Context: an optimization exercise on an open-source flow, tuned for small area. The choices shown serve that exercise and are no tape-out recipe.
Only simulation tests tie the RTL to the original design; equivalence was not proved.
Power figures rest on the tool's default switching activity, not on a simulated workload.

Design tsn_switch_core, start of the top module:
module tsn_switch_core (
    input  wire         clk,
    input  wire         rst_n,
    input  wire [3:0]   rx_valid,
    input  wire [3:0]   rx_sof,
    input  wire [3:0]   rx_eof,
    input  wire [127:0] rx_data,
    input  wire [7:0]   rx_mod,
    input  wire [3:0]   rx_error,
    input  wire [191:0] rx_dst_mac,
    input  wire [191:0] rx_src_mac,
    input  wire [63:0]  rx_ethertype,
    input  wire [47:0]  rx_vlan_id,
    input  wire [11:0]  rx_priority,
    input  wire [3:0]   rx_vlan_valid,
    output wire [3:0]   tx_valid,
    output wire [3:0]   tx_sof,
    output wire [3:0]   tx_eof,
    output wire [127:0] tx_data,
    output wire [7:0]   tx_mod,
    output wire [11:0]  tx_priority,
    input  wire [3:0]   tx_ready,
    input  wire [63:0]  ptp_time,
    input  wire         time_valid,
    output wire [63:0]  frame_timestamp,
    input  wire         learning_enable,
    input  wire         cut_through_enable,
    input  wire [15:0]  default_vlan,
    input  wire [3:0]   port_enable,
    input  wire         security_enable,
    input  wire [47:0]  allowed_mac_base,
    input  wire [15:0]  allowed_mac_mask,
    input  wire [15:0]  blocked_ethertypes,
    output wire [127:0] forwarded_frames_packed,
    output wire [127:0] dropped_frames_packed,
    output wire [31:0]  learned_addresses,
    output wire [31:0]  security_violations,
    output wire [15:0]  switch_status,
    output wire [31:0]  cut_through_count,
    output wire [31:0]  store_forward_count
);
clock: 10.0 ns
lec_check: 0
cap_margin: 30
core_margin: 2
core_utilization: 30
gpl_timing_driven: 0
place_density: 0.35
setup_slack_margin: 0.5
slew_margin: 30
standard.sh (not shown) runs the stock make flow with config.mk's settings and CLKGATE_MAP_FILE= SYNTH_SCRIPT=/design/flow/synth_recipe.tcl, a recipe that flattens the netlist after the stock synthesis.
==> flow/flow/run.sh <==
#!/bin/bash
# The standard layout (standard.sh) with these changes:
#  - ports get the smallest buffer, sky130_fd_sc_hd__buf_1
#  - the buffers Yosys/ABC inserted are removed at floorplan
#  - after the (unchanged) standard synthesis, the buffers larger than buf_2
#    join the platform's don't-use list, so repair fixes slew and load with
#    small buffers
set -euo pipefail
export BUFFER_PORTS_ARGS="-buffer_cell sky130_fd_sc_hd__buf_1"
export REMOVE_ABC_BUFFERS=1
export CTS_ARGS="-sink_clustering_enable -repair_clock_nets -dont_use_dummy_load -buf_list sky130_fd_sc_hd__clkbuf_8 -sink_clustering_size 20 -sink_clustering_max_diameter 50"

# standard synthesis, unchanged
bash standard.sh synth > make_synth.log 2>&1

# the rest of the layout, with the extra don't-use cells on make's command line
# (the platform's own list is repeated, as a command-line value replaces it)
PLATFORM_DU=$(sed -n '/^export DONT_USE_CELLS += /,/^#/p' "$FLOW_HOME/platforms/$FLOW_PLATFORM/config.mk" | grep -o 'sky130_fd_sc_hd__[a-z0-9_]*' | tr '\n' ' ')
EXTRA_DU="sky130_fd_sc_hd__buf_4 sky130_fd_sc_hd__buf_6 sky130_fd_sc_hd__buf_8 sky130_fd_sc_hd__buf_12 sky130_fd_sc_hd__buf_16 sky130_fd_sc_hd__bufbuf_8 sky130_fd_sc_hd__bufbuf_16 sky130_fd_sc_hd__bufinv_8 sky130_fd_sc_hd__bufinv_16"
bash standard.sh "DONT_USE_CELLS=$PLATFORM_DU $EXTRA_DU" finish > make_layout.log 2>&1
The baseline completed with no timing, DRC or antenna violations.
Rerun with:
CORE_UTILIZATION = 25   (was 30)
GPL_ROUTABILITY_DRIVEN = 0   (was default)
SLEW_MARGIN = 20   (was 30)
Core utilization decreases by 6.1 points.
Via count fell by 2.2%.
Final area falls by 0.88%.
Combinational power came out lower by about 9%.
Flip-flop and latch count does not change.
Worst hold slack hardly moves.
Global-route usage shrinks by 14 points.
First-iteration DRC count rises by 2.4%.
Rerun with:
--- a/flow/flow/run.sh
+++ b/flow/flow/run.sh
@@ -5 +5 @@
-#  - after the (unchanged) standard synthesis, the buffers larger than buf_2
+#  - after the (unchanged) standard synthesis, the buffers larger than buf_4
@@ -19 +19 @@
-EXTRA_DU="sky130_fd_sc_hd__buf_4 sky130_fd_sc_hd__buf_6 sky130_fd_sc_hd__buf_8 sky130_fd_sc_hd__buf_12 sky130_fd_sc_hd__buf_16 sky130_fd_sc_hd__bufbuf_8 sky130_fd_sc_hd__bufbuf_16 sky130_fd_sc_hd__bufinv_8 sky130_fd_sc_hd__bufinv_16"
+EXTRA_DU="sky130_fd_sc_hd__buf_6 sky130_fd_sc_hd__buf_8 sky130_fd_sc_hd__buf_12 sky130_fd_sc_hd__buf_16 sky130_fd_sc_hd__bufbuf_8 sky130_fd_sc_hd__bufbuf_16 sky130_fd_sc_hd__bufinv_8 sky130_fd_sc_hd__bufinv_16"
GPL_ROUTABILITY_DRIVEN = default   (was 0)
SETUP_SLACK_MARGIN = 0.3   (was 0.5)
SLEW_MARGIN = 30   (was 20)
Die area does not change.
Worst setup slack improved by 1300 ps.
Via count drops by 2.1%.
Power went up by about 4%.
Cell count rose by 1.3%.
Wire length rises by about 7.5%.
Rerun with:
--- a/flow/flow/run.sh
+++ b/flow/flow/run.sh
@@ -5 +5 @@
-#  - after the (unchanged) standard synthesis, the buffers larger than buf_4
+#  - after the (unchanged) standard synthesis, the buffers larger than buf_2
@@ -19 +19 @@
-EXTRA_DU="sky130_fd_sc_hd__buf_6 sky130_fd_sc_hd__buf_8 sky130_fd_sc_hd__buf_12 sky130_fd_sc_hd__buf_16 sky130_fd_sc_hd__bufbuf_8 sky130_fd_sc_hd__bufbuf_16 sky130_fd_sc_hd__bufinv_8 sky130_fd_sc_hd__bufinv_16"
+EXTRA_DU="sky130_fd_sc_hd__buf_4 sky130_fd_sc_hd__buf_6 sky130_fd_sc_hd__buf_8 sky130_fd_sc_hd__buf_12 sky130_fd_sc_hd__buf_16 sky130_fd_sc_hd__bufbuf_8 sky130_fd_sc_hd__bufbuf_16 sky130_fd_sc_hd__bufinv_8 sky130_fd_sc_hd__bufinv_16"
SETUP_SLACK_MARGIN = 0.5   (was 0.3)
SLEW_MARGIN = 25   (was 30)
Result:
- design area came out lower by a few percent
- non-clock buffer count is lower by 89
- hold slack barely changes
- fmax is lower by about a fifth
- worst setup slack gets worse by 1500 ps
- sequential power grows slightly
- final cell count falls slightly
- clock-buffer cell count decreases by 1
- total power goes down slightly
Rerun with:
GPL_ROUTABILITY_DRIVEN = 0   (was default)
Die area is unchanged; sequential power went up slightly; setup slack improves by 380 ps; design area went down slightly; wire length went down by a few percent; clock-buffer cell count went down by 25; fmax went up by a few percent; utilization went down by 0.30 points; clock power went down by a little under a tenth; first-iteration DRC count went up by about a fifth; global-route usage went down by 3.2 points.

---

== v11 ==
Another version of the RTL of tsn_switch_core (not shown whole).
For scale: roughly 10000 cells after synthesis.
export LEC_CHECK = 0
export CAP_MARGIN = 0
export CORE_MARGIN = 2
export CORE_UTILIZATION = 20
export GPL_TIMING_DRIVEN = 0
export PLACE_DENSITY = 0.35
export SLEW_MARGIN = 0
create_clock -name core_clock -period 10.0 [get_ports {clk}]
==> flow/flow/run.sh <==
#!/bin/bash
# The standard layout (standard.sh) with these changes:
#  - after the standard synthesis, the combinational logic is mapped again
#    with ABC's area-oriented mapper (amap); flip-flops, their names and
#    cell types are left exactly as the standard synthesis made them
#  - ports get the smallest buffer, sky130_fd_sc_hd__buf_1
#  - the buffers Yosys/ABC inserted are removed at floorplan
set -euo pipefail
WORK=$(pwd)
R=$WORK/orfs/results/$FLOW_PLATFORM/tsn_switch_core/base
LIB=$FLOW_HOME/platforms/$FLOW_PLATFORM/lib/sky130_fd_sc_hd__tt_025C_1v80.lib
YOSYS=$FLOW_HOME/../tools/install/yosys/bin/yosys
[[ -x $YOSYS ]] || YOSYS=yosys

export BUFFER_PORTS_ARGS="-buffer_cell sky130_fd_sc_hd__buf_1"
export REMOVE_ABC_BUFFERS=1
export CTS_ARGS="-sink_clustering_enable -repair_clock_nets -dont_use_dummy_load"

# 1. standard synthesis
bash standard.sh synth > make_synth.log 2>&1

# 2. remap the combinational cells
cp $R/1_2_yosys.v $WORK/standard_synth.v
printf 'strash\ndch -f\namap\ntopo\n' > $WORK/amap.abc
cat > $WORK/remap.ys <<EOT
read_liberty -ignore_miss_func $LIB
blackbox sky130_fd_sc_hd__df* sky130_fd_sc_hd__edf* sky130_fd_sc_hd__sdf* sky130_fd_sc_hd__sedf* sky130_fd_sc_hd__dl* sky130_fd_sc_hd__conb_1
read_verilog $WORK/standard_synth.v
hierarchy -check -top $FLOW_TOP
flatten
opt_clean -purge
abc -script $WORK/amap.abc -liberty $LIB -dont_use sky130_fd_sc_hd__probe_p_8 -dont_use sky130_fd_sc_hd__probec_p_8 -dont_use sky130_fd_sc_hd__lpflow_*
opt_clean -purge
hilomap -singleton -hicell sky130_fd_sc_hd__conb_1 HI -locell sky130_fd_sc_hd__conb_1 LO
insbuf -buf sky130_fd_sc_hd__buf_1 A X
splitnets
opt_clean -purge
check
stat -liberty $LIB
write_verilog -noattr -nohex -nodec $WORK/remapped.v
EOT
$YOSYS -l $WORK/remap.log -q $WORK/remap.ys > /dev/null
cp $WORK/remapped.v $R/1_2_yosys.v
rm -f $R/1_synth.odb $R/1_synth.sdc

# 3. the rest of the standard layout
bash standard.sh > make_layout.log 2>&1
v11 did not make it past 5_1_grt, where a tool error ended it.
#### Input delta (v4 over v11)
- CAP_MARGIN now 30, was 0
- SLEW_MARGIN now 30, was 0
==> flow/flow/run.sh <==
#!/bin/bash
# The standard layout (standard.sh) with these changes:
#  - ports get the smallest buffer, sky130_fd_sc_hd__buf_1
#  - the buffers Yosys/ABC inserted are removed at floorplan
#  - after the (unchanged) standard synthesis, buf_8/12/16 join the platform's
#    don't-use list, so repair builds buffer trees from smaller buffers
set -euo pipefail
export BUFFER_PORTS_ARGS="-buffer_cell sky130_fd_sc_hd__buf_1"
export REMOVE_ABC_BUFFERS=1
export CTS_ARGS="-sink_clustering_enable -repair_clock_nets -dont_use_dummy_load -buf_list sky130_fd_sc_hd__clkbuf_8 -sink_clustering_size 25 -sink_clustering_max_diameter 60"

# standard synthesis, unchanged
bash standard.sh synth > make_synth.log 2>&1

# the rest of the layout, with the extra don't-use cells on make's command line
# (the platform's own list is repeated, as a command-line value replaces it)
PLATFORM_DU=$(sed -n '/^export DONT_USE_CELLS += /,/^#/p' "$FLOW_HOME/platforms/$FLOW_PLATFORM/config.mk" | grep -o 'sky130_fd_sc_hd__[a-z0-9_]*' | tr '\n' ' ')
bash standard.sh "DONT_USE_CELLS=$PLATFORM_DU sky130_fd_sc_hd__buf_8 sky130_fd_sc_hd__buf_12 sky130_fd_sc_hd__buf_16" finish > make_layout.log 2>&1
==> comparison <==
v4 was carried through to the last stage, and its layout satisfied the timing, DRC and antenna checks.
v11 has a lower overall die width than v4.
Relative to v11, v4 degrades netlist area before placement.
Post-placement worst setup slack, v11 and v4: larger value in v4
From v11 to v4 the numbers moved as follows: synthesized cell count saw a decrease; largest buffer count on any clock path barely changed.
Number of clock buffers inserted by TritonCTS, v11 and v4: higher on v4

-- re-timing with driven ports --
The flow's constraints put no driver on any port. The routed layouts listed below were extracted and timed again, unchanged, in two steps.
Step 1 assumes that a clkbuf_16 drives the clock port and a buf_2 every other input.
Step 2 adds t to the input delays and takes it off the output delays; t is the mean of the earliest and latest rising clock arrival at the registers after step 1. Input paths then give back, and output paths get back, about the clock's delay inside the block.
a / b / c = ideal ports / drivers / drivers and shift; a / b = the first two.
| run | shift t [ns] | slack for setup (ns) | worst register clock-pin slew, ns |
|---|---|---|---|
| the first run of note 1 | 1.156 | 0.319 / 0.414 / -0.742 | 0.11 / 0.11 |
| the second run of note 1 | 1.141 | 0.426 / 0.521 / -0.621 | 0.10 / 0.10 |
| the third run of note 1 | 1.235 | 1.756 / 1.853 / 0.618 | 0.10 / 0.10 |
| the fourth run of note 1 | 1.246 | 0.257 / 0.347 / -0.899 | 0.09 / 0.09 |
| the fifth run of note 1 | 1.146 | 0.634 / 0.729 / -0.417 | 0.10 / 0.10 |
| v4 | 1.224 | 1.705 / 1.779 / 0.555 | 0.12 / 0.12 |
Met with ideal ports but missed after step 2: setup timing in the first run of note 1, the second run of note 1, the fourth run of note 1 and the fifth run of note 1. For the fourth run of note 1, which loses most, drivers alone change the setup slack by +0.090 ns; drivers and shift together by -1.156 ns.
